What follows belongs to an exercise in optimizing a design on an open flow for a short achievable clock period and few clock cycles; a production flow would make more cautious choices.
The RTL was checked by simulation tests, not by an equivalence proof against the original design.
Power and IR drop assume default switching activity.

### flow/config.mk
export PLATFORM = sky130hd
export DESIGN_NAME = micro
export DESIGN_NICKNAME = micro
export VERILOG_FILES = /design/flow/design.v
export SDC_FILE = /design/flow/constraint.sdc
export NUM_CORES = 4
export LEC_CHECK = 0
export CAP_MARGIN = 20
export CORE_MARGIN = 2
export CORE_UTILIZATION = 40
export SETUP_SLACK_MARGIN = 2.4
export SLEW_MARGIN = 20
export TNS_END_PERCENT = 10
### flow/constraint.sdc
create_clock -name core_clock -period 5.0 [get_ports {_iClk}]
set_input_delay 1.0000 -clock core_clock [delete_from_list [all_inputs] [get_ports {_iClk}]]
set_output_delay 1.0000 -clock core_clock [all_outputs]
set_load 0.01 [all_outputs]
### flow/design.v
module alu
(
    input  logic [7:0]  a,
    input  logic [7:0]  bIn,
    input  logic [1:0]  f,
    input  logic        lg,
    input  logic        cFlag,
    output logic [10:0] y
);
    logic       sub, ci, co, za, zl;
    logic [7:0] aa, b, g, p, c, sum, lres, res;
    logic       G10, P10, G32, P32, G54, P54, G76, P76;
    logic       G20, P20, G30, P30, G64, P64, G74, P74;
    logic       G40, P40, G50, P50, G60, P60, G70, P70;
    always_comb begin
        sub = f[0];
        ci  = f[1] & cFlag;
        aa  = a ^ {8{sub}};
        b   = bIn;
        g   = aa & b;
        p   = aa ^ b;
        G10 = g[1] | (p[1] & g[0]);   P10 = p[1] & p[0];
        G32 = g[3] | (p[3] & g[2]);   P32 = p[3] & p[2];
        G54 = g[5] | (p[5] & g[4]);   P54 = p[5] & p[4];
        G76 = g[7] | (p[7] & g[6]);   P76 = p[7] & p[6];
        G20 = g[2] | (p[2] & G10);    P20 = p[2] & P10;
        G30 = G32  | (P32  & G10);    P30 = P32  & P10;
        G64 = g[6] | (p[6] & G54);    P64 = p[6] & P54;
        G74 = G76  | (P76  & G54);    P74 = P76  & P54;
        G40 = g[4] | (p[4] & G30);    P40 = p[4] & P30;
        G50 = G54  | (P54  & G30);    P50 = P54  & P30;
        G60 = G64  | (P64  & G30);    P60 = P64  & P30;
        G70 = G74  | (P74  & G30);    P70 = P74  & P30;
        c[0] = ci;
        c[1] = g[0] | (p[0] & ci);
        c[2] = G10  | (P10  & ci);
        c[3] = G20  | (P20  & ci);
        c[4] = G30  | (P30  & ci);
        c[5] = G40  | (P40  & ci);
        c[6] = G50  | (P50  & ci);
        c[7] = G60  | (P60  & ci);
        co   = G70  | (P70  & ci);
        sum  = p ^ c ^ {8{sub}};
        if (sub)
            za = ((a ^ ~bIn) == {a[6:0] | ~bIn[6:0], !ci});
        else
            za = ((a ^ bIn) == {a[6:0] | bIn[6:0], ci});
        case (f)
            2'd0:    lres = ~(a | bIn);
            2'd1:    lres = ~(a & bIn);
            2'd2:    lres = a ^ bIn;
            default: lres = ~(a ^ bIn);
        endcase
        zl  = (lres == 8'd0);
        res = lg ? lres : sum;
        y   = {lg ? 1'b0 : co, lg ? zl : za, res[7], res};
    end
endmodule
module micro
(
    input  logic        _iClk,
    input  logic        _iReset,
    input  logic [7:0]  _iInstMemData,
    output logic [7:0]  _oInstMemAddr,
    input  logic [7:0]  _iDataMemRData,
    output logic [7:0]  _oDataMemAddr,
    output logic [7:0]  _oDataMemWData,
    output logic        _oDataMemWrite
);
    localparam int CW = 8;
    logic [7:0]        romAddr;
    logic [7:0]        opTmp;
    logic              f1V;
    logic [6:0]        f1Idx;
    logic [7:0]        f1Op;
    logic [7:0]        f1Arg;
    logic              f2V;
    logic              f2Free;
    logic              f2Same;
    logic [6:0]        f2Idx;
    logic [CW-1:0]     f2C;
    logic              f2Ju;
    logic              f2Plain;
    logic [7:0]        f2Pn;
    logic [7:0]        f2Ka;
    logic              f2Pt;
    localparam int NE = 64;
    logic [NE-1:0]     cValid;
    logic [NE-1:0]     cTag;         
    logic [NE-1:0]     cPlain;       
    logic [NE-1:0]     cPt;          
    logic [CW*NE-1:0]  cCtl;
    logic [8*NE-1:0]   cPn;          
    logic [8*NE-1:0]   cKa;          
    logic [7:0]        pc;
    logic [CW-1:0]     fC;
    logic [7:0]        fPn;
    logic [7:0]        fKa;
    logic              fPt;
    logic              fHit;
    assign fC   = cCtl[pc[6:1]*CW +: CW];
    assign fPn  = cPn[pc[6:1]*8 +: 8];
    assign fKa  = cKa[pc[6:1]*8 +: 8];
    assign fPt  = cPt[pc[6:1]];
    assign fHit = cValid[pc[6:1]] && (cTag[pc[6:1]] == pc[7]);
    logic              xRedirect;
    logic [6:0]        xIdx;
    logic [7:0]        xPn;
    logic [7:0]        xKa;
    logic              xPt;
    logic              uV;
    logic [6:0]        uIdx;
    logic [7:0]        uPn;
    logic [7:0]        uKa;
    logic              uPt;
    logic inFlight;
    assign inFlight = (romAddr[7:1] == pc[7:1]) ||
                      (f1V && (f1Idx == pc[7:1])) ||
                      (f2V && (f2Idx == pc[7:1]));
    always_ff @(posedge _iClk) begin
        logic ld, st, alu, ju, jc, imm, lg;
        logic [7:0] op, tgt, fall;
        op   = f1Op;
        ld   = (op == 8'h00) || (op == 8'h02);
        st   = (op == 8'h01) || (op == 8'h03);
        alu  = ((op[7:6] == 2'b01) || (op[7:6] == 2'b10)) && (op[5:3] == 3'b000);
        ju   = (op == 8'hC0);
        jc   = (op[7:2] == 6'b110000) && (op[1:0] != 2'b00);
        imm  = (op[7:6] == 2'b00) ? op[1] : op[2];
        lg   = op[7];
        fall = {f1Idx, 1'b0} + 8'd2;
        tgt  = fall + f1Arg;
        f2Idx   <= f1Idx;
        f2Free  <= !cValid[f1Idx[5:0]];
        f2Same  <= cValid[f1Idx[5:0]] && (cTag[f1Idx[5:0]] == f1Idx[6]);
        f2C     <= {op[1:0], lg, imm, jc, alu, st, ld};
        f2Ju    <= ju;
        f2Plain <= !ju && !jc;
        f2Pt    <= f1Arg[7];
        f2Pn    <= (ju || (jc && f1Arg[7])) ? tgt : fall;
        f2Ka    <= !jc ? f1Arg : (f1Arg[7] ? fall : tgt);
    end
    always_ff @(posedge _iClk, posedge _iReset) begin
        if (_iReset) begin
            romAddr <= 8'd0;
            f1V     <= 1'b0;
            f2V     <= 1'b0;
            cValid  <= '0;
        end
        else begin
            if (!fHit && !inFlight && !xRedirect)
                romAddr <= pc;
            else
                romAddr <= romAddr + 8'd1;
            f1V <= romAddr[0];
            f2V <= f1V;
            if (f2Wr)
                cValid[f2Idx[5:0]] <= 1'b1;
        end
    end
    logic       f2Wr;
    logic [6:0] f2Prev;
    assign f2Wr   = f2V && !f2Same && (f2Free || (f2Idx == pc[7:1]));
    assign f2Prev = f2Idx - 7'd1;
    always_ff @(posedge _iClk) begin
        if (!romAddr[0])
            opTmp <= _iInstMemData;
        if (romAddr[0]) begin
            f1Idx <= romAddr[7:1];
            f1Op  <= opTmp;
            f1Arg <= _iInstMemData;
        end
        for (int i = 0; i < NE; i++) begin
            if (f2Wr && f2Idx[5:0] == i) begin
                cTag[i]          <= f2Idx[6];
                cCtl[i*CW +: CW] <= f2C;
                cPlain[i]        <= f2Plain;
                cPn[i*8 +: 8]    <= f2Pn;
                cKa[i*8 +: 8]    <= f2Ka;
                cPt[i]           <= f2Pt;
            end
            else if (uV && uIdx[5:0] == i && cTag[i] == uIdx[6]) begin
                cPn[i*8 +: 8]    <= uPn;
                cKa[i*8 +: 8]    <= uKa;
                cPt[i]           <= uPt;
            end
            else if (f2V && f2Ju && f2Prev[5:0] == i && cValid[i] &&
                     cTag[i] == f2Prev[6] && cPlain[i]) begin
                cPn[i*8 +: 8]    <= f2Pn;
            end
        end
    end
    always_ff @(posedge _iClk, posedge _iReset) begin
        if (_iReset)
            uV <= 1'b0;
        else
            uV <= xRedirect;
    end
    always_ff @(posedge _iClk) begin
        uIdx <= xIdx;
        uPn  <= xKa;
        uKa  <= xPn;
        uPt  <= !xPt;
    end
    assign _oInstMemAddr = romAddr;
    logic          xV;
    logic [CW-1:0] xC;
    logic [7:0]    acc;
    logic          flagC, flagZ, flagN;
    wire        xLd  = xC[0];
    wire        xAlu = xC[2];
    wire        xJc  = xC[3];
    wire        xImm = xC[4];
    wire        xLg  = xC[5];
    wire [1:0]  xF   = xC[7:6];
    logic [7:0]  aluB;
    logic [10:0] aluY;
    assign aluB = xImm ? xKa : _iDataMemRData;
    alu aluInst (.a(acc), .bIn(aluB), .f(xF), .lg(xLg), .cFlag(flagC), .y(aluY));
    logic [7:0] accNext;
    logic       cNext, zNext, nNext;
    always_comb begin
        accNext = acc;
        cNext   = flagC;
        zNext   = flagZ;
        nNext   = flagN;
        if (xV && xLd)
            accNext = aluB;
        if (xV && xAlu) begin
            accNext = aluY[7:0];
            cNext   = aluY[10];
            zNext   = aluY[9];
            nNext   = aluY[8];
        end
    end
    logic xTaken;
    always_comb begin
        case (xF)
            2'd1: xTaken = flagZ;
            2'd2: xTaken = flagC;
            default: xTaken = flagN;
        endcase
        xRedirect = xV && xJc && (xTaken != xPt);
    end
    wire        fSt  = fC[1];
    wire        fImm = fC[4];
    wire        fIssue = fHit && !xRedirect;
    logic [7:0] pcNext;
    always_comb begin
        if (xRedirect)
            pcNext = xKa;
        else if (fHit)
            pcNext = fPn;
        else
            pcNext = pc;
    end
    always_ff @(posedge _iClk, posedge _iReset) begin
        if (_iReset) begin
            pc             <= 8'd0;
            xV             <= 1'b0;
            acc            <= 8'd0;
            flagC          <= 1'b0;
            flagZ          <= 1'b1;
            flagN          <= 1'b0;
            _oDataMemWrite <= 1'b0;
        end
        else begin
            acc   <= accNext;
            flagC <= cNext;
            flagZ <= zNext;
            flagN <= nNext;
            xV <= fIssue;
            _oDataMemWrite <= fIssue && fSt;
            pc   <= pcNext;
        end
    end
    always_ff @(posedge _iClk) begin
        xC    <= fC;
        xPn   <= fPn;
        xKa   <= fKa;
        xPt   <= fPt;
        xIdx  <= pc[7:1];
        _oDataMemAddr  <= (fSt && fImm) ? accNext : fKa;
        _oDataMemWData <= (fSt && fImm) ? fKa : accNext;
    end
endmodule
### flow/run.sh
#!/bin/bash
# synth_recipe.tcl (not shown) runs the flow's synth.tcl, then flattens the netlist and writes it again
# the make line also repeats each setting of config.mk as NAME=value (left out here)
make -C /OpenROAD-flow-scripts/flow DESIGN_CONFIG=/design/flow/config.mk WORK_HOME=/design/flow/orfs CLKGATE_MAP_FILE= SYNTH_SCRIPT=/design/flow/synth_recipe.tcl finish
==> results of run 1 <==
## layout by cell type (no fill, tap or decap), types with 14 or more instances in the layout
master / n
edfxtp_1: 1759
mux2_2: 953
mux4_2: 580
buf_4: 351
nand2_1: 260
clkbuf_16: 226
xnor2_1: 115
mux2_4: 106
buf_12: 96
dfrtp_1: 89
xor2_1: 87
nor2_1: 84
o21bai_1: 61
nand3_1: 57
clkbuf_1: 57
buf_6: 54
dfxtp_1: 52
ha_1: 47
nor2_4: 45
dfxtp_2: 45
buf_16: 43
clkdlybuf4s50_1: 42
inv_1: 37
mux2i_1: 37
nand4_1: 36
clkinv_1: 36
o21ai_0: 35
nor3_1: 33
nor2_2: 32
o21ai_4: 30
clkinv_2: 28
a21oi_1: 23
a22oi_1: 22
and2_1: 18
o21ai_1: 18
a21o_1: 17
bufinv_16: 16
or2_4: 14
## worst reg2reg max path: stages, from the launching register on
cell,delay [ps]
dfrtp_4,530
buf_12,170
buf_16,200
and2_1,360
a22oi_1,240
nand3_1,240
a21o_1,280
a211o_1,290
nand4_1,220
buf_12,200
buf_16,180
mux2i_1,210
o21ai_1,80
## metal layers
layer	global-route usage	wire, µm
met3	0.0482	26700
met4	0.0946	13600
met5	0	23
met1	0.365	129000
met2	0.407	148000
## how the worst max path moves through the flow
| stage | start | to | slack (ps) |
|---|---|---|---|
| 2_1_floorplan | xC[6]$_DFF_P_ | _oDataMemWData[7]$_DFF_P_ | 1500 |
| 3_3_place_gp | _iDataMemRData[0] | _oDataMemAddr[7]$_DFF_P_ | 540 |
| 3_5_place_dp | _iDataMemRData[0] | _oDataMemWData[7]$_DFF_P_ | 640 |
| 4_1_cts | pc[1]$_DFFE_PP0P_ | _oDataMemWData[5]$_DFF_P_ | 1750 |
| 5_1_grt | xC[4]$_DFF_P_ | _oDataMemWData[7]$_DFF_P_ | 1700 |
| 6_report | pc[2]$_DFFE_PP0P_ | pc[4]$_DFFE_PP0P_ | 1700 |
## synth_stat cells (all sizes together) (2+ instances only)
cell,instances,area share
o211ai,4,0.00032
o32ai,4,0.00038
clkbuf,317,0.013
a31oi,3,0.00020
xnor2,120,0.011
mux4,590,0.14
mux2i,42,0.0045
or2,23,0.0015
and2,20,0.0013
a21oi,27,0.0014
dfxtp,107,0.023
nand3,72,0.0039
nand2b,12,0.00080
edfxtp,1759,0.57
dfrtp,95,0.025
and3b,3,0.00028
and3,10,0.00067
nand3b,5,0.00040
o21bai,78,0.0063
nand4,36,0.0024
or3,4,0.00027
xor2,93,0.0087
nor3,37,0.0020
fa,2,0.00043
a31o,19,0.0018
nor2b,13,0.00087
inv,43,0.0017
a22oi,22,0.0018
o31ai,4,0.00032
o21ai,95,0.0057
nand2,271,0.011
a211oi,2,0.00016
nor2,161,0.0065
a21o,17,0.0014
o22ai,6,0.00040
ha,51,0.0068
mux2,1059,0.13
buf,206,0.011
nor4,13,0.0011
o2111ai,3,0.00028
a41o,24,0.0026
## stage by stage
step	utilization	std cells	power, mW	instance area [µm²]
3_3_place_gp	0.423	8318	48.6	98400
2_1_floorplan	-	5486	39.8	94000
3_5_place_dp	0.423	8318	49.0	98400
6_report	0.480	9014	69.0	112000
5_1_grt	0.480	9011	71.1	112000
4_1_cts	0.469	8867	67.5	109000
## power by group
group          switching, mW  total [mW]  internal, mW
combinational           16.7        31.0          14.2
clock                   6.73        15.4          8.65
sequential              1.70        22.7          21.0
total                   25.2        69.0          43.9
## timing repair
item                        CTS  global route
setup buffers               137           127
pin swaps                    67            40
gates resized for setup     332           269
setup endpoints to repair  2980          2923
cloned                       33            16
## cells by family (layout without fill, tap and decap cells)
group / after synthesis / in the layout
DFF: 1962 / 1962
xor gates and xnor gates: 213 / 213
and+or+nand+nor: 683 / 684
muxes: 1691 / 1691
adders and majority gates: 53 / 53
other: 0 / 4
buffers and inverters: 566 / 1046
AOI/OAI and AO/OA: 318 / 318
## registers in the layout (all words and copies together), names as in the netlist, 64 cells and up
signal / flops
cCtl: 512
cKa: 512
cPlain: 64
cPn: 512
cPt: 64
cTag: 64
cValid: 64
## layout make-up
class | count | area, µm² | share of cell area
antenna | 4 | 10.0 | 0.0000897
clock buffer | 273 | 5550 | 0.0497
clock inverter | 106 | 1100 | 0.00988
inverter | 43 | 170 | 0.00152
multi-input combinational | 2959 | 35800 | 0.321
sequential | 1962 | 57500 | 0.515
tap | 3043 | 3810 | 0.0341
timing repair buffer | 624 | 7650 | 0.0686
==> results.json, run 1 <==
{
  "skew_ps": 56.1,
  "start_kind": "flop",
  "die_w_um": 487,
  "hold_ws_ps": 326,
  "die_area_um2": 237000,
  "hold_violations": 0,
  "clk_pin_slew_ps": 60,
  "clkLatencyLatePin_ps": 870,
  "power_density_nw_per_um2": 619,
  "finalSetupViolations": 0,
  "hold_start": "xPn[6]$_DFF_P_",
  "r2r_cells": 12,
  "cts_buffers": 204,
  "portBuffers": 42,
  "layout.nets": 5865,
  "ys.flop_type": "edfxtp_1",
  "htree_levels": 4,
  "synthesis.nets": 5557,
  "grt_pass1_vias": 54332,
  "synth_xor_xnor_area_share": 0.0200,
  "crit_arrival_ps": 4040,
  "path_class": "reg -> reg",
  "grt_max_degree": 65,
  "seq_area_frac_synth": 0.615,
  "fmax_mhz": 303,
  "ys_seq_elements": 1962,
  "ir_worst_vdd_v": 0.000416,
  "ys_types": 65,
  "cts-root-buf": "clkbuf_16",
  "maxSlewHeadroom": 0.310,
  "min_path_cells": 0,
  "dp_hpwl_mm": 195,
  "core_um2": 232000,
  "synthesis.area_um2": 93300,
  "synthAdderAreaFrac": 0.00727,
  "drtIter0Drc": 6782,
  "viasPerCell": 6.16,
  "start_util": 0.402,
  "wl_per_cell_um": 35.2,
  "postRouteAntennaNets": 0,
  "synth_compound_area_frac": 0.0240,
  "finalCritPeriodShare": 0.661,
  "critPathTopFamily": "compound AO/OA/AOI/OAI gates",
  "grt_overflow": 0,
  "syn2layout_area_growth_pct": 19.6,
  "io_pins": 43,
  "vias": 55535,
  "hold_buffers": 0,
  "p_leak_nw": 37.6,
  "reg2reg_setup_slack_ps": 1700,
  "run_status": "no timing/DRC/antenna violations",
  "cts_buffer_depth": 3,
  "slew_violations": 0,
  "setup_tns_ps": 0,
  "cts_tree": "built",
  "grt_pass1_wl_mm": 436,
  "syn-mean-instance-area_um2": 17.0,
  "place.gp.congestion": 0.989,
  "grt_usage": 0.261,
  "maxCapViolations": 0,
  "drcViolationCount": 0,
  "finalCriticalPeriod_ps": 3300,
  "worstHoldPathType": "reg -> reg",
  "preCtsSetupSlack_ps": 640,
  "worst-path-buf-inv": 4,
  "die_y_um": 487,
  "critPathMaxFanout": 28,
  "worst_slew_pin_slew_ps": 1030,
  "cp.required_ps": 5730,
  "holdPathEnd": "uKa[6]$_DFF_P_",
  "first_pass_iters": 5,
  "crit_cells": 12,
  "yosys-mux-area-fraction": 0.275,
  "path_cells": "buf_12 -> buf_16 -> and2_1 -> a22oi_1 -> nand3_1 -> a21o_1 -> a211o_1 -> nand4_1 -> buf_12 -> buf_16 -> mux2i_1 -> o21ai_1",
  "rsz0062_at_grt": "true",
  "async_flop_share": 0.0489,
  "drive_above_1_share": 0.481,
  "yosysWarnings": 2,
  "fill_cells": 19384,
  "rows": 177,
  "synthSimpleGateAreaFrac": 0.0332,
  "crit_slowest_cell": "dfrtp_4",
  "synth_edf_count": 1759,
  "r2r-end": "pc[4]$_DFFE_PP0P_",
  "drt_wl_total_mm": 318,
  "cp-end-kind": "flop",
  "clock_sinks": 1962,
  "antenna_found_initial": 17,
  "slowest_delay_ps": 530,
  "setup_ws_ps": 1700,
  "syn_inst": 5486,
  "r2r-start": "pc[2]$_DFFE_PP0P_",
  "synth_top_family_by_area": "multiplexers"
}
Testbench counts, summed over its fixed seeds: cycles 24,082.
==> inputs of run 2 (changes only) <==
--- a/flow/design.v
+++ b/flow/design.v
@@ -78,4 +78,5 @@
     logic              f2Free;
     logic              f2Same;
+    logic              f2Dem;
     logic [6:0]        f2Idx;
     logic [CW-1:0]     f2C;
@@ -99,8 +100,10 @@
     logic              fPt;
     logic              fHit;
-    assign fC   = cCtl[pc[6:1]*CW +: CW];
+    logic [7:0] pcN;
+    wire  [7:0] pcB = ~pcN;
+    assign fC   = cCtl[pcB[6:1]*CW +: CW];
     assign fPn  = cPn[pc[6:1]*8 +: 8];
-    assign fKa  = cKa[pc[6:1]*8 +: 8];
-    assign fPt  = cPt[pc[6:1]];
+    assign fKa  = cKa[pcB[6:1]*8 +: 8];
+    assign fPt  = cPt[pcB[6:1]];
     assign fHit = cValid[pc[6:1]] && (cTag[pc[6:1]] == pc[7]);
     logic              xRedirect;
@@ -114,8 +117,13 @@
     logic [7:0]        uKa;
     logic              uPt;
-    logic inFlight;
-    assign inFlight = (romAddr[7:1] == pc[7:1]) ||
-                      (f1V && (f1Idx == pc[7:1])) ||
-                      (f2V && (f2Idx == pc[7:1]));
+    logic       missV;
+    logic       f3V;
+    logic [6:0] f3Idx;
+    logic [7:0] missPc;
+    logic       inFlight;
+    assign inFlight = (romAddr[7:1] == missPc[7:1]) ||
+                      (f1V && (f1Idx == missPc[7:1])) ||
+                      (f2V && (f2Idx == missPc[7:1])) ||
+                      (f3V && (f3Idx == missPc[7:1]));
     always_ff @(posedge _iClk) begin
         logic ld, st, alu, ju, jc, imm, lg;
@@ -134,4 +142,5 @@
         f2Free  <= !cValid[f1Idx[5:0]];
         f2Same  <= cValid[f1Idx[5:0]] && (cTag[f1Idx[5:0]] == f1Idx[6]);
+        f2Dem   <= (f1Idx == pc[7:1]);
         f2C     <= {op[1:0], lg, imm, jc, alu, st, ld};
         f2Ju    <= ju;
@@ -144,4 +153,6 @@
         if (_iReset) begin
             romAddr <= 8'd0;
+            missV   <= 1'b0;
+            f3V     <= 1'b0;
             f1V     <= 1'b0;
             f2V     <= 1'b0;
@@ -149,6 +160,8 @@
         end
         else begin
-            if (!fHit && !inFlight && !xRedirect)
-                romAddr <= pc;
+            missV <= !fHit && !xRedirect;
+            f3V   <= f2V;
+            if (missV && !inFlight)
+                romAddr <= missPc;
             else
                 romAddr <= romAddr + 8'd1;
@@ -161,7 +174,9 @@
     logic       f2Wr;
     logic [6:0] f2Prev;
-    assign f2Wr   = f2V && !f2Same && (f2Free || (f2Idx == pc[7:1]));
+    assign f2Wr   = f2V && !f2Same && (f2Free || f2Dem);
     assign f2Prev = f2Idx - 7'd1;
     always_ff @(posedge _iClk) begin
+        missPc <= pc;
+        f3Idx  <= f2Idx;
         if (!romAddr[0])
             opTmp <= _iInstMemData;
@@ -275,4 +290,6 @@
         end
     end
+    always_ff @(posedge _iClk)
+        pcN <= ~pcNext;
     always_ff @(posedge _iClk) begin
         xC    <= fC;
==> run 2 against run 1 <==
Net effect:
- design area fell by 1.8%
- via count up 3.2%
- routed wire length increased by 1.7%
- register-to-register slack improved by 190 ps
- first-iteration DRC count increased by 9.8%
- non-clock buffer count down 129
- global-route usage is 0.63 points higher
- final cell count grew 4.0%
- clock power is essentially flat
==> results.json, run 2 <==
{
  "clock_sinks": 1979,
  "yosysWarnings": 2,
  "clkLatencyLatePin_ps": 880,
  "grt_overflow": 0,
  "highest_layer": "met5",
  "die_w_um": 489,
  "reg2reg_setup_slack_ps": 1880,
  "slew_violations": 0,
  "setup_tns_ps": 0,
  "synth_edf_count": 1759,
  "wl_per_cell_um": 34.5,
  "fill_cells": 20175,
  "synthesis.nets": 5943,
  "finalCritPeriodShare": 0.623,
  "post-place-cells": 8816,
  "setup.worst_path.start": "pcN[1]$_DFF_P_",
  "drive_above_1_share": 0.435,
  "rsz0062_at_grt": "true",
  "cp-end-kind": "flop",
  "die_area_um2": 239000,
  "syn2layout_area_growth_pct": 16.4,
  "placement.cell_area_um2": 98900,
  "cp.required_ps": 5750,
  "ys_types": 73,
  "syn_inst": 5872,
  "synth_commonest_cells": "edfxtp_1 (1759), mux2_2 (1015), mux4_2 (515)",
  "final_cell_area_um2": 110000,
  "hold_buffers": 0,
  "grt_pass1_vias": 56001,
  "dp_hpwl_mm": 209,
  "htree_levels": 4,
  "layout.nets": 6106,
  "start_kind": "flop",
  "grt_pass1_wl_mm": 448,
  "finalSetupViolations": 0,
  "worst_slew_pin_slew_ps": 1120,
  "power_density_nw_per_um2": 623,
  "ys.flop_type": "edfxtp_1",
  "io_pins": 43,
  "cts_buffer_depth": 3,
  "drcViolationCount": 0,
  "fmax_mhz": 321,
  "finalCriticalPeriod_ps": 3120,
  "wl_met1_mm": 130,
  "final_cell_mix": "edfxtp_1 (1759), mux2_2 (1007), mux4_2 (515)",
  "place.gp.congestion": 1.02,
  "drt_wl_total_mm": 323,
  "hold_start": "xPn[2]$_DFF_P_",
  "r2r-start": "pcN[1]$_DFF_P_",
  "skew_ps": 44.0,
  "cts_tree": "built",
  "grt_max_degree": 79,
  "postRouteAntennaNets": 0,
  "antenna_found_initial": 20,
  "portBuffers": 42,
  "viasPerCell": 6.11,
  "r2r_cells": 7,
  "rows": 178,
  "start_util": 0.401,
  "dr_wl_met3_mm": 29.9,
  "drtIter0Drc": 7449,
  "grt_usage": 0.267,
  "cts_buffers": 206,
  "reg_top3": "cCtl: 512 flops, cKa: 512 flops, cPn: 512 flops",
  "vias": 57304,
  "r2r-end": "_oDataMemAddr[5]$_DFF_P_",
  "netlist.area_leader.share": 0.561,
  "critPathMaxFanout": 6,
  "p_leak_nw": 37.1,
  "synth_most_common_cell": "edfxtp_1",
  "ir_worst_vdd_v": 0.000427,
  "async_flop_share": 0.0495,
  "stdcell_count": 9376,
  "crit_arrival_ps": 3870,
  "die_y_um": 489,
  "core_um2": 235000,
  "fin_util": 0.467,
  "synthesis.area_um2": 94100,
  "cts-root-buf": "clkbuf_16",
  "worstHoldPathType": "reg -> reg",
  "final_common_cell": "edfxtp_1",
  "maxSlewHeadroom": 0.254,
  "path_class": "reg -> reg",
  "synth_largest_area_cell": "edfxtp_1",
  "seq_area_frac_synth": 0.613,
  "syn-mean-instance-area_um2": 16.0,
  "run_status": "no timing/DRC/antenna violations",
  "clk_pin_slew_ps": 60,
  "maxCapViolations": 0,
  "ys_seq_elements": 1979,
  "hold_violations": 0,
  "yosys-top-cells-area": "edfxtp_1 (56%), mux4_2 (12%), mux2_2 (12%)",
  "hold_ws_ps": 328,
  "wl_met2_mm": 148,
  "first_pass_iters": 6,
  "cp-endpoint": "_oDataMemAddr[5]$_DFF_P_"
}
run 2: cell types whose count changed after synthesis, moves of 40 or more:
cell	before	now
nand2_1	270	475
xor2_1	93	138
mux4_2	577	515
o21ai_1	10	57
nor3_1	37	77
buf_2	81	37
mux2_2	1059	1015
clkbuf_1	317	368
run 2: cells by family after synthesis:
kind of cell | synth area share
XOR/XNOR | 0.0210
AND/OR/NAND/NOR | 0.0453
adder cells (fa/ha/maj) | 0.00720
flip-flops | 0.613
multiplexers | 0.253
AO/OA/AOI/OAI | 0.0332
buffers and inverters | 0.0271
run 2: through the flow:
stage / power [mW] / setup slack (ps)
2_1_floorplan: 39.4 / 1490
3_3_place_gp: 48.5 / 622
3_5_place_dp: 48.8 / 640
4_1_cts: 66.7 / 1940
5_1_grt: 70.4 / 1850
6_report: 68.3 / 1880
run 2: where the power goes:
group	internal, mW	switching (mW)	total [mW]
clock network	8.55	6.67	15.2
logic	13.4	16.8	30.2
registers	21.0	1.93	22.9
run 2: metal layers:
metal	vias up	track usage
met5	-	0
met4	12	0.110
met3	599	0.0564
met2	2952	0.413
met1	30489	0.368
li1	23252	-
run 2: cell type report:
cell class	count	area, µm²	area share
clock buffer	292	5800	0.0529
multi-input combinational	3295	35500	0.324
inverter	58	240	0.00219
clock inverter	97	808	0.00738
antenna	10	25.0	0.000228
sequential	1979	57800	0.528
timing repair buffer	495	5360	0.0489
tap	3150	3940	0.0360
run 2: worst min path at each step:
stage | endpoint | slack (ps) | cells past startpoint
2_1_floorplan | uKa[0]$_DFF_P_ | 310 | 0
3_3_place_gp | uKa[1]$_DFF_P_ | 310 | 0
3_5_place_dp | uKa[4]$_DFF_P_ | 310 | 0
4_1_cts | uKa[2]$_DFF_P_ | 330 | 0
5_1_grt | uKa[0]$_DFF_P_ | 330 | 0
6_report | uKa[2]$_DFF_P_ | 330 | 0
run 2: what timing repair did:
item | in CTS | in global routing
setup buffers | 85 | 50
endpoints found under the hold margin | 0 | 0
endpoints found under the setup margin | 2275 | 1659
gates cloned | 22 | 4
gates resized for setup | 296 | 178
pin swaps | 36 | 43
run 2: critical path, cell delays in order, from the launching register on:
cell and delay [ps]:
dfxtp_4 390, buf_12 130, buf_16 180, buf_16 160, mux4_2 540, mux4_2 630
mux4_2 650, mux2_4 300
Testbench counts of run 2, summed over its fixed seeds: cycles 24,402.
==> inputs of run 3 (changes only) <==
--- a/flow/config.mk
+++ b/flow/config.mk
@@ -8,5 +8,6 @@
 export CAP_MARGIN = 20
 export CORE_MARGIN = 2
-export CORE_UTILIZATION = 40
+export CORE_UTILIZATION = 55
+export PLACE_DENSITY = 0.75
 export SETUP_SLACK_MARGIN = 2.4
 export SLEW_MARGIN = 20
==> run 3 against run 2 <==
Net effect:
- still clean on timing, DRC and antenna
- register-to-register slack got worse by 90 ps
- sequential power increased by 5%
- die area down 27%
- critical endpoint is now pcN[3]$_DFF_P_
- largest cell class unchanged
==> results.json, run 3 <==
{
  "run_status": "no timing/DRC/antenna violations",
  "maxSlewHeadroom": 0.300,
  "grt_usage": 0.344,
  "seq_area_frac_synth": 0.613,
  "syn-mean-instance-area_um2": 16.0,
  "antenna_found_initial": 23,
  "finalCritPeriodShare": 0.642,
  "first_pass_iters": 8,
  "worstHoldPathType": "reg -> reg",
  "reg_top3": "cCtl: 512 flops, cKa: 512 flops, cPn: 512 flops",
  "drcViolationCount": 0,
  "syn_inst": 5872,
  "slew_violations": 0,
  "p_sw_frac": 0.372,
  "cp-end-kind": "flop",
  "cts-root-buf": "clkbuf_16",
  "grt_pass1_wl_mm": 425,
  "cts_tree": "built",
  "viasPerCell": 6.94,
  "dp_hpwl_mm": 191,
  "r2r_cells": 11,
  "crit_arrival_ps": 3930,
  "power_density_nw_per_um2": 630,
  "grt_overflow": 0,
  "finalCriticalPeriod_ps": 3210,
  "portBuffers": 42,
  "start_util": 0.555,
  "grt_pass1_vias": 56590,
  "ys_types": 73,
  "clock_sinks": 1979,
  "io_pins": 43,
  "worst_slew_pin_slew_ps": 1040,
  "path_common_cell": "buf_4",
  "syn2layout_area_growth_pct": 15.2,
  "vias": 58377,
  "final_cell_mix": "edfxtp_1 (1759), mux2_2 (1001), mux4_2 (515)",
  "seq_area_um2": 57900,
  "setup_tns_ps": 0,
  "multi_input_area_um2": 35400,
  "ys.flop_type": "edfxtp_1",
  "cp.required_ps": 5720,
  "hold_start": "xPn[5]$_DFF_P_",
  "drt_wl_total_mm": 303,
  "preCtsSetupSlack_ps": 830,
  "path_cells": "buf_12 -> buf_4 -> buf_16 -> nand3b_2 -> o22ai_1 -> a221oi_1 -> a211oi_1 -> buf_4 -> nor3_2 -> mux2i_2 -> o21a_1",
  "layout.nets": 6089,
  "fin_util": 0.639,
  "critPathMaxFanout": 13,
  "htree_levels": 4,
  "fmax_mhz": 311,
  "power_frac_clock": 0.222,
  "dr_wl_met3_mm": 40.8,
  "fill_cells": 11714,
  "highest_layer": "met5",
  "yosysWarnings": 2,
  "synth_edf_count": 1759,
  "final_common_cell": "edfxtp_1",
  "setup_ws_ps": 1790,
  "drive_above_1_share": 0.431,
  "rows": 151,
  "crit_slowest_cell": "dfrtp_4",
  "synth_commonest_cells": "edfxtp_1 (1759), mux2_2 (1015), mux4_2 (515)",
  "finalSetupViolations": 0,
  "ys_seq_elements": 1979,
  "power_frac_seq": 0.352,
  "clk_pin_slew_ps": 60,
  "synthesis.nets": 5943,
  "combPwrFrac": 0.427,
  "cts_buffer_depth": 3,
  "p_int_mw": 42.9,
  "postRouteAntennaNets": 0,
  "path_class": "reg -> reg",
  "synth_largest_area_cell": "edfxtp_1",
  "place.gp.congestion": 1.02,
  "cts_buffers": 201,
  "r2r-start": "pc[1]$_DFF_PP0_",
  "reg2reg_setup_slack_ps": 1790,
  "final_cell_area_um2": 108000,
  "synthesis.area_um2": 94100,
  "clkLatencyLatePin_ps": 890,
  "yosys-top-cells-area": "edfxtp_1 (56%), mux4_2 (12%), mux2_2 (12%)",
  "skew_ps": 67.8,
  "min_path_cells": 0,
  "p_switching_mw": 25.4,
  "drtIter0Drc": 9174,
  "p_leak_nw": 37.1,
  "wl_per_cell_um": 36.0,
  "hold_buffers": 0,
  "wl_met2_mm": 137,
  "grt_max_degree": 99,
  "die_w_um": 418,
  "die_area_um2": 174000,
  "netlist.area_leader.share": 0.561,
  "async_flop_share": 0.0495,
  "maxCapViolations": 0,
  "ir_worst_vdd_v": 0.000509,
  "core_um2": 170000,
  "slowest_delay_ps": 560,
  "wl_met1_mm": 113,
  "rsz0062_at_grt": "true",
  "start_kind": "flop",
  "placement.cell_area_um2": 97300,
  "die_y_um": 418,
  "holdPathEnd": "uKa[5]$_DFF_P_",
  "hold_violations": 0,
  "synth_most_common_cell": "edfxtp_1",
  "r2r-end": "pcN[3]$_DFF_P_"
}
run 3: cell counts after synthesis:
Identical to the previous run, type by type.
run 3: area by class of cell:
type,instances,share of cell area
inverters,58,0.00213
flip-flops and latches,1979,0.534
repair buffers,481,0.0512
multi-input cells,3297,0.327
diodes,4,0.0000923
well taps,2218,0.0256
clock inverters,98,0.00926
clock buffers,281,0.0516
run 3: cell families (layout without fill, tap and decap cells):
group,after synthesis,in the layout,synth area share
AND/OR/NAND/NOR,957,960,0.0453
multiplexers,1610,1610,0.253
adder cells (fa/ha/maj),53,53,0.00720
AO/OA/AOI/OAI,448,448,0.0332
buffers and inverters,599,918,0.0271
flip-flops,1979,1979,0.613
other,0,4,0
XOR/XNOR,226,226,0.0210
run 3: power by group through the flow:
stage / Combinational (mW) / Clock, mW / Sequential, mW
floorplan: 17.4 / 0 / 22.0
CTS: 27.0 / 15.2 / 23.9
finish: 29.1 / 15.1 / 24.0
global placement: 23.3 / 0 / 24.3
detailed placement: 23.7 / 0 / 24.4
global route: 30.2 / 15.8 / 24.1
run 3: timing repair:
item,4_1_cts,5_1_grt
hold endpoints to repair,0,0
endpoints found under the setup margin,2565,1435
pin swaps,46,26
gates resized for setup,328,139
cloned,30,12
buffers inserted,104,52
run 3: worst max path at each step:
stage / end / from / depth (start not counted)
floorplan: f2Ka[7]$_DFF_P_ / f1Idx[0]$_DFFE_PP_ / 14
CTS: pc[1]$_DFF_PP0_ / pc[1]$_DFF_PP0_ / 10
detailed placement: cPn[243]$_DFFE_PP_ / f2Idx[0]$_DFF_P_ / 9
global route: pcN[3]$_DFF_P_ / pc[1]$_DFF_PP0_ / 11
global placement: cPn[243]$_DFFE_PP_ / f2Idx[0]$_DFF_P_ / 9
finish: pcN[3]$_DFF_P_ / pc[1]$_DFF_PP0_ / 11
run 3: through the flow:
step | instances | hold WS [ps] | total power [mW]
after floorplan | 5872 | 310 | 39.4
after global placement | 7835 | 316 | 47.6
after detailed placement | 7835 | 316 | 48.1
after CTS | 8348 | 304 | 66.0
after global routing | 8413 | 294 | 70.1
final | 8416 | 309 | 68.3
run 3: critical path, delay by kind of cell, from the launching register on:
| kind | cells | cell delay [ps] |
|---|---|---|
| and+or+nand+nor | 2 | 750 |
| AOI/OAI and AO/OA | 4 | 890 |
| DFF | 1 | 560 |
| buffers and inverters | 4 | 680 |
| muxes | 1 | 160 |
run 3: routing by layer:
layer | vias to the layer above | global-route usage
met5 | - | 0.00639
met4 | 12 | 0.124
met3 | 667 | 0.104
met2 | 4203 | 0.516
met1 | 30275 | 0.480
li1 | 23220 | -
==> inputs of run 4 (changes only) <==
--- a/flow/design.v
+++ b/flow/design.v
@@ -71,8 +71,4 @@
     logic [7:0]        romAddr;
     logic [7:0]        opTmp;
-    logic              f1V;
-    logic [6:0]        f1Idx;
-    logic [7:0]        f1Op;
-    logic [7:0]        f1Arg;
     logic              f2V;
     logic              f2Free;
@@ -107,4 +103,8 @@
     assign fPt  = cPt[pcB[6:1]];
     assign fHit = cValid[pc[6:1]] && (cTag[pc[6:1]] == pc[7]);
+    logic       fBad;
+    logic       badLast;
+    logic [7:0] pcPrev;
+    assign fBad = !fHit && (cValid[pc[6:1]] || pc[7]);
     logic              xRedirect;
     logic [6:0]        xIdx;
@@ -120,14 +120,18 @@
     logic       f3V;
     logic [6:0] f3Idx;
+    logic       wantV;
+    logic [6:0] wantIdx;
     logic [7:0] missPc;
     logic       inFlight;
     assign inFlight = (romAddr[7:1] == missPc[7:1]) ||
-                      (f1V && (f1Idx == missPc[7:1])) ||
                       (f2V && (f2Idx == missPc[7:1])) ||
                       (f3V && (f3Idx == missPc[7:1]));
     always_ff @(posedge _iClk) begin
         logic ld, st, alu, ju, jc, imm, lg;
-        logic [7:0] op, tgt, fall;
-        op   = f1Op;
+        logic [7:0] op, arg, tgt, fall;
+        logic [6:0] idx;
+        op   = opTmp;
+        arg  = _iInstMemData;
+        idx  = romAddr[7:1];
         ld   = (op == 8'h00) || (op == 8'h02);
         st   = (op == 8'h01) || (op == 8'h03);
@@ -137,16 +141,16 @@
         imm  = (op[7:6] == 2'b00) ? op[1] : op[2];
         lg   = op[7];
-        fall = {f1Idx, 1'b0} + 8'd2;
-        tgt  = fall + f1Arg;
-        f2Idx   <= f1Idx;
-        f2Free  <= !cValid[f1Idx[5:0]];
-        f2Same  <= cValid[f1Idx[5:0]] && (cTag[f1Idx[5:0]] == f1Idx[6]);
-        f2Dem   <= (f1Idx == pc[7:1]);
+        fall = {idx, 1'b0} + 8'd2;
+        tgt  = fall + arg;
+        f2Idx   <= idx;
+        f2Free  <= !cValid[idx[5:0]];
+        f2Same  <= cValid[idx[5:0]] && (cTag[idx[5:0]] == idx[6]);
+        f2Dem   <= wantV && (idx == wantIdx);
         f2C     <= {op[1:0], lg, imm, jc, alu, st, ld};
         f2Ju    <= ju;
         f2Plain <= !ju && !jc;
-        f2Pt    <= f1Arg[7];
-        f2Pn    <= (ju || (jc && f1Arg[7])) ? tgt : fall;
-        f2Ka    <= !jc ? f1Arg : (f1Arg[7] ? fall : tgt);
+        f2Pt    <= arg[7];
+        f2Pn    <= (ju || (jc && arg[7])) ? tgt : fall;
+        f2Ka    <= !jc ? arg : (arg[7] ? fall : tgt);
     end
     always_ff @(posedge _iClk, posedge _iReset) begin
@@ -155,10 +159,14 @@
             missV   <= 1'b0;
             f3V     <= 1'b0;
-            f1V     <= 1'b0;
+            wantV   <= 1'b0;
             f2V     <= 1'b0;
             cValid  <= '0;
         end
         else begin
-            missV <= !fHit && !xRedirect;
+            missV <= !fHit && !xRedirect && !badLast;
+            if (!fHit && !xRedirect && !badLast)
+                wantV <= 1'b1;
+            else if (f2V && f2Dem)
+                wantV <= 1'b0;
             f3V   <= f2V;
             if (missV && !inFlight)
@@ -166,6 +174,5 @@
             else
                 romAddr <= romAddr + 8'd1;
-            f1V <= romAddr[0];
-            f2V <= f1V;
+            f2V <= romAddr[0];
             if (f2Wr)
                 cValid[f2Idx[5:0]] <= 1'b1;
@@ -178,12 +185,9 @@
     always_ff @(posedge _iClk) begin
         missPc <= pc;
+        if (!fHit && !xRedirect && !badLast)
+            wantIdx <= pc[7:1];
         f3Idx  <= f2Idx;
         if (!romAddr[0])
             opTmp <= _iInstMemData;
-        if (romAddr[0]) begin
-            f1Idx <= romAddr[7:1];
-            f1Op  <= opTmp;
-            f1Arg <= _iInstMemData;
-        end
         for (int i = 0; i < NE; i++) begin
             if (f2Wr && f2Idx[5:0] == i) begin
@@ -191,16 +195,27 @@
                 cCtl[i*CW +: CW] <= f2C;
                 cPlain[i]        <= f2Plain;
-                cPn[i*8 +: 8]    <= f2Pn;
                 cKa[i*8 +: 8]    <= f2Ka;
                 cPt[i]           <= f2Pt;
             end
             else if (uV && uIdx[5:0] == i && cTag[i] == uIdx[6]) begin
-                cPn[i*8 +: 8]    <= uPn;
                 cKa[i*8 +: 8]    <= uKa;
                 cPt[i]           <= uPt;
             end
-            else if (f2V && f2Ju && f2Prev[5:0] == i && cValid[i] &&
-                     cTag[i] == f2Prev[6] && cPlain[i]) begin
-                cPn[i*8 +: 8]    <= f2Pn;
+        end
+    end
+    always_ff @(posedge _iClk, posedge _iReset) begin
+        if (_iReset) begin
+            for (int i = 0; i < NE; i++)
+                cPn[i*8 +: 8] <= 8'(2 * i);
+        end
+        else begin
+            for (int i = 0; i < NE; i++) begin
+                if (f2Wr && f2Idx[5:0] == i)
+                    cPn[i*8 +: 8] <= f2Pn;
+                else if (uV && uIdx[5:0] == i && cTag[i] == uIdx[6])
+                    cPn[i*8 +: 8] <= uPn;
+                else if (f2V && f2Ju && f2Prev[5:0] == i && cValid[i] &&
+                         cTag[i] == f2Prev[6] && cPlain[i])
+                    cPn[i*8 +: 8] <= f2Pn;
             end
         end
@@ -260,17 +275,18 @@
     wire        fSt  = fC[1];
     wire        fImm = fC[4];
-    wire        fIssue = fHit && !xRedirect;
+    wire        fIssue = fHit && !xRedirect && !badLast;
     logic [7:0] pcNext;
     always_comb begin
         if (xRedirect)
             pcNext = xKa;
-        else if (fHit)
-            pcNext = fPn;
+        else if (badLast)
+            pcNext = pcPrev;
         else
-            pcNext = pc;
+            pcNext = fPn;
     end
     always_ff @(posedge _iClk, posedge _iReset) begin
         if (_iReset) begin
             pc             <= 8'd0;
+            badLast        <= 1'b0;
             xV             <= 1'b0;
             acc            <= 8'd0;
@@ -288,8 +304,11 @@
             _oDataMemWrite <= fIssue && fSt;
             pc   <= pcNext;
+            badLast <= fBad && !xRedirect && !badLast;
         end
     end
-    always_ff @(posedge _iClk)
-        pcN <= ~pcNext;
+    always_ff @(posedge _iClk) begin
+        pcN    <= ~pcNext;
+        pcPrev <= pc;
+    end
     always_ff @(posedge _iClk) begin
         xC    <= fC;
--- a/flow/config.mk
+++ b/flow/config.mk
@@ -8,6 +8,5 @@
 export CAP_MARGIN = 20
 export CORE_MARGIN = 2
-export CORE_UTILIZATION = 55
-export PLACE_DENSITY = 0.75
+export CORE_UTILIZATION = 40
 export SETUP_SLACK_MARGIN = 2.4
 export SLEW_MARGIN = 20
==> run 4 against run 3 <==
Net effect:
- critical path depth shrank 3
- design area rose by 7.5%
- clock skew decreased by 3.0 ps
- non-clock buffer count up 165
- still clean
- final cell count up 25%
- largest cell class unchanged
- clock power rose by 9%
- combinational power down 9.3%
- largest power group unchanged
- core utilization is 15 points lower
- die area grew 41%
- register-to-register slack improved by 110 ps
==> results.json, run 4 <==
{
  "synth_edf_count": 1231,
  "rows": 180,
  "fmax_mhz": 322,
  "viasPerCell": 6.11,
  "die_y_um": 495,
  "hold_violations": 0,
  "preCtsSetupSlack_ps": 960,
  "final_cell_mix": "edfxtp_1 (1231), nand2_1 (622), mux2_2 (579)",
  "ir_worst_vdd_v": 0.000333,
  "rsz0062_at_grt": "true",
  "power_mw": 65.5,
  "critPathMaxFanout": 16,
  "antenna_found_initial": 10,
  "place.gp.congestion": 1.00,
  "drt_wl_total_mm": 349,
  "worst_slew_pin_slew_ps": 1130,
  "cts_tree": "built",
  "final_common_cell": "edfxtp_1",
  "highest_layer": "met5",
  "async_flop_share": 0.311,
  "crit_arrival_ps": 3930,
  "htree_levels": 4,
  "netlist.area_leader.share": 0.383,
  "grt_pass1_wl_mm": 484,
  "critPathTopFamily": "simple AND/OR/NAND/NOR gates",
  "setup_ws_ps": 1900,
  "yosysWarnings": 2,
  "yosys-top-cells-area": "edfxtp_1 (38%), mux4_2 (13%), dfrtp_1 (11%)",
  "drtIter0Drc": 7626,
  "core_um2": 240000,
  "crit_slowest_cell": "nor3_2",
  "setup_tns_ps": 0,
  "die_area_um2": 245000,
  "clock_sinks": 1964,
  "grt_usage": 0.277,
  "slew_violations": 0,
  "synth_largest_area_cell": "edfxtp_1",
  "path_cells": "buf_4 -> or4_4 -> o21ai_4 -> nand2_8 -> nor3_2 -> a31o_2 -> nor2_1 -> a21oi_1",
  "reg_top3": "cCtl: 512 flops, cKa: 512 flops, cPn: 512 flops",
  "syn_inst": 6838,
  "grt_pass1_vias": 62511,
  "slowest_delay_ps": 760,
  "dr_wl_met3_mm": 31.9,
  "finalCritPeriodShare": 0.621,
  "hold_ws_ps": 327,
  "grt_overflow": 0,
  "power_density_nw_per_um2": 561,
  "synth_most_common_cell": "edfxtp_1",
  "maxCapViolations": 0,
  "ys.flop_type": "edfxtp_1",
  "synthesis.nets": 6909,
  "ys_types": 79,
  "syn-mean-instance-area_um2": 14.1,
  "worst-path-buf-inv": 1,
  "worstHoldPathType": "reg -> reg",
  "die_w_um": 495,
  "wl_met2_mm": 161,
  "seq_area_frac_synth": 0.569,
  "path_class": "reg -> reg",
  "cp.required_ps": 5820,
  "p_leak_nw": 44.7,
  "start_kind": "flop",
  "syn2layout_area_growth_pct": 20.9,
  "synth_commonest_cells": "edfxtp_1 (1231), mux2_2 (676), nand2_1 (642)",
  "dp_hpwl_mm": 217,
  "clkLatencyLatePin_ps": 900,
  "finalSetupViolations": 0,
  "ys_seq_elements": 1964,
  "cts_buffers": 211,
  "portBuffers": 42,
  "synthesis.area_um2": 96500,
  "finalCriticalPeriod_ps": 3100,
  "drcViolationCount": 0,
  "maxSlewHeadroom": 0.245,
  "wl_per_cell_um": 33.3,
  "cp-end-kind": "flop",
  "vias": 64045,
  "skew_ps": 64.8,
  "io_pins": 43,
  "wl_met1_mm": 140,
  "clk_pin_slew_ps": 60,
  "drive_above_1_share": 0.418,
  "cts-root-buf": "clkbuf_16",
  "grt_max_degree": 81,
  "layout.nets": 7174,
  "first_pass_iters": 6,
  "postRouteAntennaNets": 0,
  "run_status": "no timing/DRC/antenna violations",
  "start_util": 0.402,
  "cts_buffer_depth": 3
}
==> run 4: cell types whose count changed after synthesis, sizes merged, moves of 36 or more <==
cell / previous run / this run
a21oi: 41 / 437
buf: 173 / 239
dfrtp: 97 / 418
dfstp: 1 / 193
edfxtp: 1759 / 1231
inv: 58 / 94
mux2: 1015 / 677
mux2i: 80 / 416
mux4: 515 / 574
nand2: 476 / 644
nor2: 160 / 567
or2: 58 / 13
xnor2: 88 / 131
xor2: 138 / 87
==> run 4: cell type report <==
class | instances | area (µm²)
well taps | 3185 | 3990
diodes | 3 | 7.51
repair buffers | 646 | 7680
fillers | 20336 | 124000
clock buffers | 312 | 6110
inverters | 94 | 380
multi-input cells | 4186 | 42200
clock inverters | 91 | 1170
flip-flops and latches | 1964 | 55100
==> run 4: worst reg2reg max path, delay by kind of cell (launching register included) <==
family,cells,cell delay [ps]
and+or+nand+nor,4,1490
AOI/OAI and AO/OA,3,1050
DFF,1,350
buffers and inverters,1,170
==> run 4: final timing paths <==
path | startpoint | depth (start not counted) | endpoint | slack, ps
worst max register to register | f2Idx[1]$_DFF_P_ | 8 | cPn[121]$_DFFE_PP1P_ | 1900
worst min register to register | xPn[4]$_DFF_P_ | 0 | uKa[4]$_DFF_P_ | 330
worst max-delay path | f2Idx[1]$_DFF_P_ | 8 | cPn[121]$_DFFE_PP1P_ | 1900
max in group asynchronous | _iReset | 4 | cPn[492]$_DFFE_PP1P_ | 3090
min in group asynchronous | _iReset | 2 | cPn[125]$_DFFE_PP0P_ | 670
worst min-delay path | xPn[4]$_DFF_P_ | 0 | uKa[4]$_DFF_P_ | 330
==> run 4: where the power goes <==
| group | internal, mW | total [mW] | switching [mW] | leakage [nW] |
|---|---|---|---|---|
| logic | 12.2 | 26.4 | 14.3 | 21.4 |
| clock network | 9.51 | 16.5 | 6.98 | 3.54 |
| registers | 20.0 | 22.5 | 2.53 | 19.8 |
==> run 4: cell families after synthesis <==
| group | share of synthesized area |
|---|---|
| adders and majority gates | 0.00703 |
| AOI/OAI and AO/OA | 0.0542 |
| DFF | 0.569 |
| xor gates and xnor gates | 0.0202 |
| and+or+nand+nor | 0.0635 |
| muxes | 0.256 |
| buffers and inverters | 0.0299 |
==> run 4: what timing repair did <==
| action | CTS | global route |
|---|---|---|
| setup endpoints to repair | 2349 | 2053 |
| cloned | 40 | 22 |
| pin swaps | 65 | 62 |
| gates resized for setup | 603 | 372 |
| buffers inserted | 140 | 115 |
| hold buffers | 0 | 0 |
==> run 4: through the flow <==
step	std cells	utilization	area [µm²]
2_1_floorplan	6838	-	96500
3_3_place_gp	9757	0.421	101000
3_5_place_dp	9758	0.422	101000
4_1_cts	10341	0.472	113000
5_1_grt	10478	0.485	117000
6_report	10481	0.485	117000
==> run 4: routing by layer <==
layer	up-vias	track usage
met4	10	0.123
met1	33694	0.379
met2	3462	0.427
li1	26167	-
met5	-	0
met3	712	0.0554
Testbench counts of run 4, summed over its fixed seeds: cycles 24,178.
==> inputs of run 5 (changes only) <==
--- a/flow/design.v
+++ b/flow/design.v
@@ -96,15 +96,17 @@
     logic              fPt;
     logic              fHit;
-    logic [7:0] pcN;
-    wire  [7:0] pcB = ~pcN;
-    assign fC   = cCtl[pcB[6:1]*CW +: CW];
-    assign fPn  = cPn[pc[6:1]*8 +: 8];
-    assign fKa  = cKa[pcB[6:1]*8 +: 8];
-    assign fPt  = cPt[pcB[6:1]];
-    assign fHit = cValid[pc[6:1]] && (cTag[pc[6:1]] == pc[7]);
+    logic [7:0] pcA, pcN, pcK;
+    wire  [7:0] pcNt = ~pcN;
+    wire  [7:0] pcKt = ~pcK;
+    assign fPn[3:0] = cPn[pc[6:1]*8 +: 4];
+    assign fPn[7:4] = cPn[pcA[6:1]*8 + 4 +: 4];
+    assign fHit = cValid[pcA[6:1]] && (cTag[pcA[6:1]] == pcA[7]);
+    assign fC   = cCtl[pcNt[6:1]*CW +: CW];
+    assign fKa  = cKa[pcKt[6:1]*8 +: 8];
+    assign fPt  = cPt[pcKt[6:1]];
     logic       fBad;
     logic       badLast;
     logic [7:0] pcPrev;
-    assign fBad = !fHit && (cValid[pc[6:1]] || pc[7]);
+    assign fBad = !fHit && (cValid[pcA[6:1]] || pcA[7]);
     logic              xRedirect;
     logic [6:0]        xIdx;
@@ -288,4 +290,6 @@
         if (_iReset) begin
             pc             <= 8'd0;
+            pcA            <= 8'd0;
+            pcK            <= 8'd0;
             badLast        <= 1'b0;
             xV             <= 1'b0;
@@ -304,4 +308,6 @@
             _oDataMemWrite <= fIssue && fSt;
             pc   <= pcNext;
+            pcA  <= (xRedirect || badLast) ? (xRedirect ? xKa : pcPrev) : fPn;
+            pcK  <= ~pcNext;
             badLast <= fBad && !xRedirect && !badLast;
         end
==> run 5 against run 4 <==
Net effect:
- sequential cell count up 13
- global-route usage down 1.4 points
- first-iteration DRC count down 4.9%
- still clean
- synthesized cell count down 6.2%
- die area up 0.65%
- count of clock-buffer cells in the layout down 23
- total power down 1.8%
- core utilization down 0.59 points
- register-to-register slack worse by 190 ps
==> results.json, run 5 <==
{
  "run_status": "no timing/DRC/antenna violations",
  "skew_ps": 69.3,
  "viasPerCell": 6.17,
  "start_util": 0.403,
  "r2r_cells": 6,
  "clkLatencyLatePin_ps": 880,
  "ir_worst_vdd_v": 0.000470,
  "layout.nets": 6767,
  "placement.cell_area_um2": 102000,
  "critPathMaxFanout": 8,
  "synth_largest_area_cell": "edfxtp_1",
  "cts_buffers": 210,
  "synthSimpleGateAreaFrac": 0.0420,
  "dp_hpwl_mm": 211,
  "final_cell_mix": "edfxtp_1 (1231), mux2_2 (1070), mux4_2 (561)",
  "yosys-top-cells-area": "edfxtp_1 (38%), mux4_2 (13%), mux2_2 (13%)",
  "synth_commonest_cells": "edfxtp_1 (1231), mux2_2 (1098), mux4_2 (561)",
  "clock_sinks": 1977,
  "busiest_layer": "met2",
  "synth_top_family_by_area": "multiplexers",
  "min_path_cells": 0,
  "vias": 62126,
  "reg2reg_setup_slack_ps": 1700,
  "path_common_cell": "mux2_2",
  "final_common_cell": "edfxtp_1",
  "drt_wl_total_mm": 336,
  "reg_top3": "cCtl: 512 flops, cKa: 512 flops, cPn: 512 flops",
  "worstHoldPathType": "reg -> reg",
  "antenna_found_initial": 6,
  "use_met1": 0.362,
  "power_density_nw_per_um2": 556,
  "place.gp.congestion": 1.01,
  "io_pins": 43,
  "seq_area_frac_synth": 0.569,
  "finalCriticalPeriod_ps": 3300,
  "portBuffers": 42,
  "drive_above_1_share": 0.481,
  "htree_levels": 4,
  "slowest_delay_ps": 830,
  "ys_seq_elements": 1977,
  "setup_ws_ps": 1700,
  "postRouteAntennaNets": 0,
  "cts-root-buf": "clkbuf_16",
  "grt_pass1_vias": 61381,
  "hold_violations": 0,
  "rsz0062_at_grt": "true",
  "start_kind": "flop",
  "final_cell_area_um2": 116000,
  "async_flop_share": 0.316,
  "crit_slowest_cell": "nor3_2",
  "grt_overflow": 0,
  "netlist.area_leader.share": 0.380,
  "yosys-mux-area-fraction": 0.287,
  "path_cells": "nand2b_1 -> nor3_2 -> nand3_1 -> nor2_2 -> mux2_2 -> mux2_2",
  "worst_slew_pin_slew_ps": 1160,
  "use_met3": 0.0496,
  "worst-path-buf-inv": 0,
  "stdcell_count": 10073,
  "drcViolationCount": 0,
  "cp.required_ps": 5740,
  "grt_usage": 0.263,
  "fin_util": 0.480,
  "grt_max_degree": 125,
  "core_um2": 241000,
  "maxCapViolations": 0,
  "synth_most_common_cell": "edfxtp_1",
  "die_y_um": 497,
  "rows": 180,
  "maxSlewHeadroom": 0.229,
  "cts_tree": "built",
  "crit_arrival_ps": 4030,
  "ys.flop_type": "edfxtp_1",
  "yosysWarnings": 2,
  "grt_pass1_wl_mm": 469,
  "hold_buffers": 0,
  "die_area_um2": 247000,
  "synthAdderAreaFrac": 0.00698,
  "path_class": "reg -> reg",
  "clk_pin_slew_ps": 60,
  "finalSetupViolations": 0,
  "syn-mean-instance-area_um2": 15.2,
  "synth_edf_count": 1231,
  "die_w_um": 497,
  "synth_xor_xnor_area_share": 0.0196,
  "crit_cells": 6,
  "drtIter0Drc": 7256,
  "post-place-cells": 9381,
  "preCtsSetupSlack_ps": 993,
  "fmax_mhz": 303,
  "grtUsageMet2": 0.408,
  "cts_buffer_depth": 3,
  "first_pass_iters": 5,
  "p_leak_nw": 42.1,
  "synthesis.nets": 6482,
  "synthesis.area_um2": 97200,
  "wl_per_cell_um": 33.4,
  "slew_violations": 0,
  "critPathTopFamily": "simple AND/OR/NAND/NOR gates",
  "syn2layout_area_growth_pct": 19.0,
  "cp-end-kind": "flop",
  "syn_inst": 6411,
  "synth_compound_area_frac": 0.0496,
  "finalCritPeriodShare": 0.659,
  "ys_types": 86
}
==> run 5: final timing paths <==
| path | start | end |
|---|---|---|
| max in group asynchronous | _iReset | cPn[33]$_DFFE_PP0P_ |
| min reg2reg | xPn[7]$_DFF_P_ | uKa[7]$_DFF_P_ |
| min | xPn[7]$_DFF_P_ | uKa[7]$_DFF_P_ |
| max reg2reg | uIdx[2]$_DFF_P_ | cPn[33]$_DFFE_PP0P_ |
| max | uIdx[2]$_DFF_P_ | cPn[33]$_DFFE_PP0P_ |
| min in group asynchronous | _iReset | cPn[487]$_DFFE_PP0P_ |
==> run 5: repair_timing <==
item | 4_1_cts | 5_1_grt
gates resized for setup | 247 | 347
endpoints found under the setup margin | 2148 | 1804
gates cloned | 24 | 16
pin swaps | 71 | 80
setup buffers | 123 | 125
==> run 5: worst register-to-register path, cell delays in order, from the launching register on <==
cell	delay, ps
dfxtp_1	480
nand2b_1	180
nor3_2	830
nand3_1	440
nor2_2	590
mux2_2	410
mux2_2	260
==> run 5: kinds of logic (layout without fill, tap and decap cells) <==
| kind of cell | count (synthesis) | count (layout) |
|---|---|---|
| AO/OA/AOI/OAI | 664 | 676 |
| XOR/XNOR | 217 | 217 |
| adder cells (fa/ha/maj) | 53 | 53 |
| buffers and inverters | 622 | 1079 |
| flip-flops | 1977 | 1977 |
| multiplexers | 1946 | 1946 |
| other | 0 | 7 |
| AND/OR/NAND/NOR | 932 | 933 |
==> run 5: cell type report <==
class                      count  area [µm²]
fill                       20619      125000
inverter                      56         228
timing repair buffer         626        6990
antenna                        7        17.5
clock buffer                 289        5920
sequential                  1977       55400
clock inverter               108        1130
tap                         3185        3990
multi-input combinational   3825       41900
==> run 5: power by group <==
| part | internal (mW) | switching (mW) |
|---|---|---|
| logic | 12.1 | 14.2 |
| registers | 19.6 | 2.39 |
| clock network | 9.05 | 6.93 |
==> run 5: metrics by stage <==
step,hold slack [ps],setup TNS (ps),power [mW]
after CTS,328,0,61.6
after global placement,311,0,42.2
after global routing,331,0,66.2
final,327,0,64.3
after floorplan,310,-2266550,34.8
after detailed placement,314,0,42.5
==> run 5: layer usage <==
| metal | wire, µm | vias up |
|---|---|---|
| li1 | - | 25209 |
| met4 | 16400 | 0 |
| met3 | 28500 | 745 |
| met2 | 155000 | 3165 |
| met1 | 136000 | 33007 |
| met5 | 0 | - |
Testbench counts of run 5, summed over its fixed seeds: cycles 24,178.
==> inputs of run 6 (changes only) <==
--- a/flow/design.v
+++ b/flow/design.v
@@ -277,4 +277,8 @@
     wire        fSt  = fC[1];
     wire        fImm = fC[4];
+    logic [7:0] dAddr;
+    logic       xSI;         
+    assign _oDataMemAddr  = xSI ? acc : dAddr;
+    assign _oDataMemWData = xSI ? xKa : acc;
     wire        fIssue = fHit && !xRedirect && !badLast;
     logic [7:0] pcNext;
@@ -323,6 +327,6 @@
         xPt   <= fPt;
         xIdx  <= pc[7:1];
-        _oDataMemAddr  <= (fSt && fImm) ? accNext : fKa;
-        _oDataMemWData <= (fSt && fImm) ? fKa : accNext;
+        dAddr <= fKa;
+        xSI   <= fSt && fImm;
     end
 endmodule
==> run 6 against run 5 <==
Net effect:
- combinational power shrank 2%
- synthesized cell count is essentially flat
- critical path type unchanged
- count of clock-buffer cells in the layout grew 13
- die area shrank 1.4%
- global-route usage grew 0.89 points
- worst hold slack lost 16 ps
- non-clock buffer count grew 93
- area after synthesis shrank 1.4%
- sequential share of layout area shrank 0.36 points
- clock skew shrank 8.7 ps
- first-iteration DRC count shrank 0.25%
- still clean
==> results.json, run 6 <==
{
  "place.gp.congestion": 0.994,
  "fmax_mhz": 322,
  "final_common_cell": "edfxtp_1",
  "seq_area_frac_synth": 0.574,
  "rows": 179,
  "r2r-start": "pc[1]$_DFF_PP0_",
  "path_class": "reg -> reg",
  "cts_tree": "built",
  "drive_above_1_share": 0.462,
  "worstHoldPathType": "reg -> reg",
  "synth_edf_count": 1231,
  "finalCriticalPeriod_ps": 3110,
  "final_cell_mix": "edfxtp_1 (1231), mux2_2 (770), mux4_2 (585)",
  "post-place-cells": 9392,
  "hold_buffers": 0,
  "run_status": "no timing/DRC/antenna violations",
  "cp-endpoint": "pc[0]$_DFF_PP0_",
  "drt_wl_total_mm": 342,
  "clkLatencyLatePin_ps": 890,
  "maxCapViolations": 0,
  "core_um2": 238000,
  "worst_slew_pin_slew_ps": 1150,
  "r2r-end": "pc[0]$_DFF_PP0_",
  "io_pins": 43,
  "ys_seq_elements": 1962,
  "cp-end-kind": "flop",
  "dp_hpwl_mm": 218,
  "slew_violations": 0,
  "cp.required_ps": 5730,
  "grt_usage": 0.272,
  "synth_commonest_cells": "edfxtp_1 (1231), mux2_2 (814), mux4_2 (585)",
  "netlist.area_leader.share": 0.386,
  "rsz0062_at_grt": "true",
  "ir_worst_vdd_v": 0.000439,
  "drcViolationCount": 0,
  "grt_pass1_wl_mm": 474,
  "hold_violations": 0,
  "cts_buffer_depth": 3,
  "multi_input_area_um2": 41700,
  "ys.flop_type": "edfxtp_1",
  "die_y_um": 493,
  "ys_types": 81,
  "r2r_cells": 10,
  "slowest_delay_ps": 640,
  "synthesis.nets": 6477,
  "syn2layout_area_growth_pct": 21.0,
  "reg_top3": "cCtl: 512 flops, cKa: 512 flops, cPn: 512 flops",
  "wl_per_cell_um": 33.9,
  "fill_cells": 20164,
  "crit_slowest_cell": "mux4_2",
  "cts_buffers": 206,
  "clk_pin_slew_ps": 70,
  "p_leak_nw": 41.7,
  "vias": 61865,
  "synth_largest_area_cell": "edfxtp_1",
  "layout.nets": 6834,
  "first_pass_iters": 6,
  "syn_inst": 6406,
  "finalSetupViolations": 0,
  "drtIter0Drc": 7238,
  "grt_overflow": 0,
  "viasPerCell": 6.12,
  "setup.worst_path.start": "pc[1]$_DFF_PP0_",
  "yosys-top-cells-area": "edfxtp_1 (39%), mux4_2 (14%), dfrtp_1 (11%)",
  "reg2reg_setup_slack_ps": 1890,
  "crit_arrival_ps": 3840,
  "synthesis.area_um2": 95800,
  "start_kind": "flop",
  "finalCritPeriodShare": 0.621,
  "portBuffers": 42,
  "min_path_cells": 0,
  "clock_sinks": 1962,
  "maxSlewHeadroom": 0.233,
  "setup_tns_ps": 0,
  "syn-mean-instance-area_um2": 14.9,
  "htree_levels": 4,
  "grt_max_degree": 140,
  "skew_ps": 60.5,
  "grt_pass1_vias": 61110,
  "stdcell_count": 10114,
  "die_area_um2": 243000,
  "power_density_nw_per_um2": 551,
  "synth_most_common_cell": "edfxtp_1",
  "critPathMaxFanout": 7,
  "postRouteAntennaNets": 0,
  "seq_area_um2": 55200,
  "yosysWarnings": 2,
  "path_cells": "buf_12 -> buf_12 -> buf_16 -> buf_4 -> mux4_2 -> mux4_2 -> a22oi_2 -> a21oi_1 -> a211oi_2 -> a21oi_1",
  "cts-root-buf": "clkbuf_16",
  "die_w_um": 493,
  "antenna_found_initial": 11,
  "start_util": 0.402,
  "async_flop_share": 0.318
}
-- run 6: cell types whose count changed after synthesis, sizes merged, moves of 19 or more --
cell   change
a21oi     +30
o21ai    +136
xor2      +19
mux4      +24
mux2i    +154
mux2     -296
a22oi     -19
nand2     -25
and3      +44
-- run 6: worst max-delay path, delay by kind of cell (launching register included) --
kind                   cells  cell delay, ps
muxes                      2            1080
AOI/OAI and AO/OA          4             770
buffers and inverters      4             600
DFF                        1             510
-- run 6: timing repair --
| action | 4_1_cts | 5_1_grt |
|---|---|---|
| setup buffers | 177 | 99 |
| setup endpoints to repair | 2363 | 1363 |
| hold endpoints to repair | 0 | 0 |
| resized for setup | 672 | 326 |
| cloned | 29 | 25 |
| pin swaps | 132 | 87 |
-- run 6: cells by family (layout without fill, tap and decap cells) --
logic type / after synthesis / in the layout / share of synthesized area
DFF: 1962 / 1962 / 0.574
AOI/OAI and AO/OA: 790 / 800 / 0.0529
adders and majority gates: 53 / 53 / 0.00708
other: 0 / 4 / 0
xor gates and xnor gates: 218 / 218 / 0.0201
muxes: 1828 / 1828 / 0.278
buffers and inverters: 637 / 1163 / 0.0266
and+or+nand+nor: 918 / 919 / 0.0413
-- run 6: final cells by class --
class                      count  area share
clock inverter                86     0.00752
sequential                  1962       0.476
timing repair buffer         719      0.0691
inverter                      55     0.00195
multi-input combinational   3818       0.360
clock buffer                 302      0.0513
timing repair inverter         1   0.0000648
tap                         3167      0.0342
antenna                        4   0.0000864
-- run 6: how the worst min path moves through the flow --
stage	from	end	slack (ps)
after floorplan	xPn[0]$_DFF_P_	uKa[0]$_DFF_P_	310
after global placement	xPn[5]$_DFF_P_	uKa[5]$_DFF_P_	310
after detailed placement	xPn[5]$_DFF_P_	uKa[5]$_DFF_P_	310
after CTS	xPn[4]$_DFF_P_	uKa[4]$_DFF_P_	310
after global routing	xPn[4]$_DFF_P_	uKa[4]$_DFF_P_	310
final	xPn[4]$_DFF_P_	uKa[4]$_DFF_P_	310
-- run 6: where the power goes --
group	internal (mW)	leakage, nW	total [mW]	switching, mW
clock	8.71	3.33	15.6	6.84
sequential	19.7	19.7	22.4	2.67
combinational	12.1	18.7	25.9	13.8
total	40.5	41.7	63.9	23.3
-- run 6: per-layer routing --
layer | vias up | share of wire | GRT usage
met2 | 3127 | 0.46 | 0.422
met3 | 725 | 0.088 | 0.0574
li1 | 25302 | - | -
met4 | 6 | 0.051 | 0.119
met5 | - | 0.00013 | 0
met1 | 32705 | 0.40 | 0.370
-- run 6: through the flow --
stage | power [mW] | setup slack, ps | hold WS, ps | area, µm² | utilization
after floorplan | 34.8 | -4360 | 310 | 95800 | -
final | 63.9 | 1890 | 311 | 116000 | 0.487
after global placement | 42.5 | 682 | 311 | 101000 | 0.425
after CTS | 61.8 | 1950 | 306 | 113000 | 0.475
after detailed placement | 42.7 | 971 | 312 | 101000 | 0.425
after global routing | 65.9 | 1930 | 308 | 116000 | 0.487
Testbench counts of run 6, summed over its fixed seeds: cycles 24,178.

Setup slack of run 6, layout unchanged: 1.894 ns with ideal ports, 1.894 ns with driving cells assumed (clock clkbuf_16, inputs buf_2), 1.547 ns with port delays also shifted by the 0.951 ns mid clock arrival.
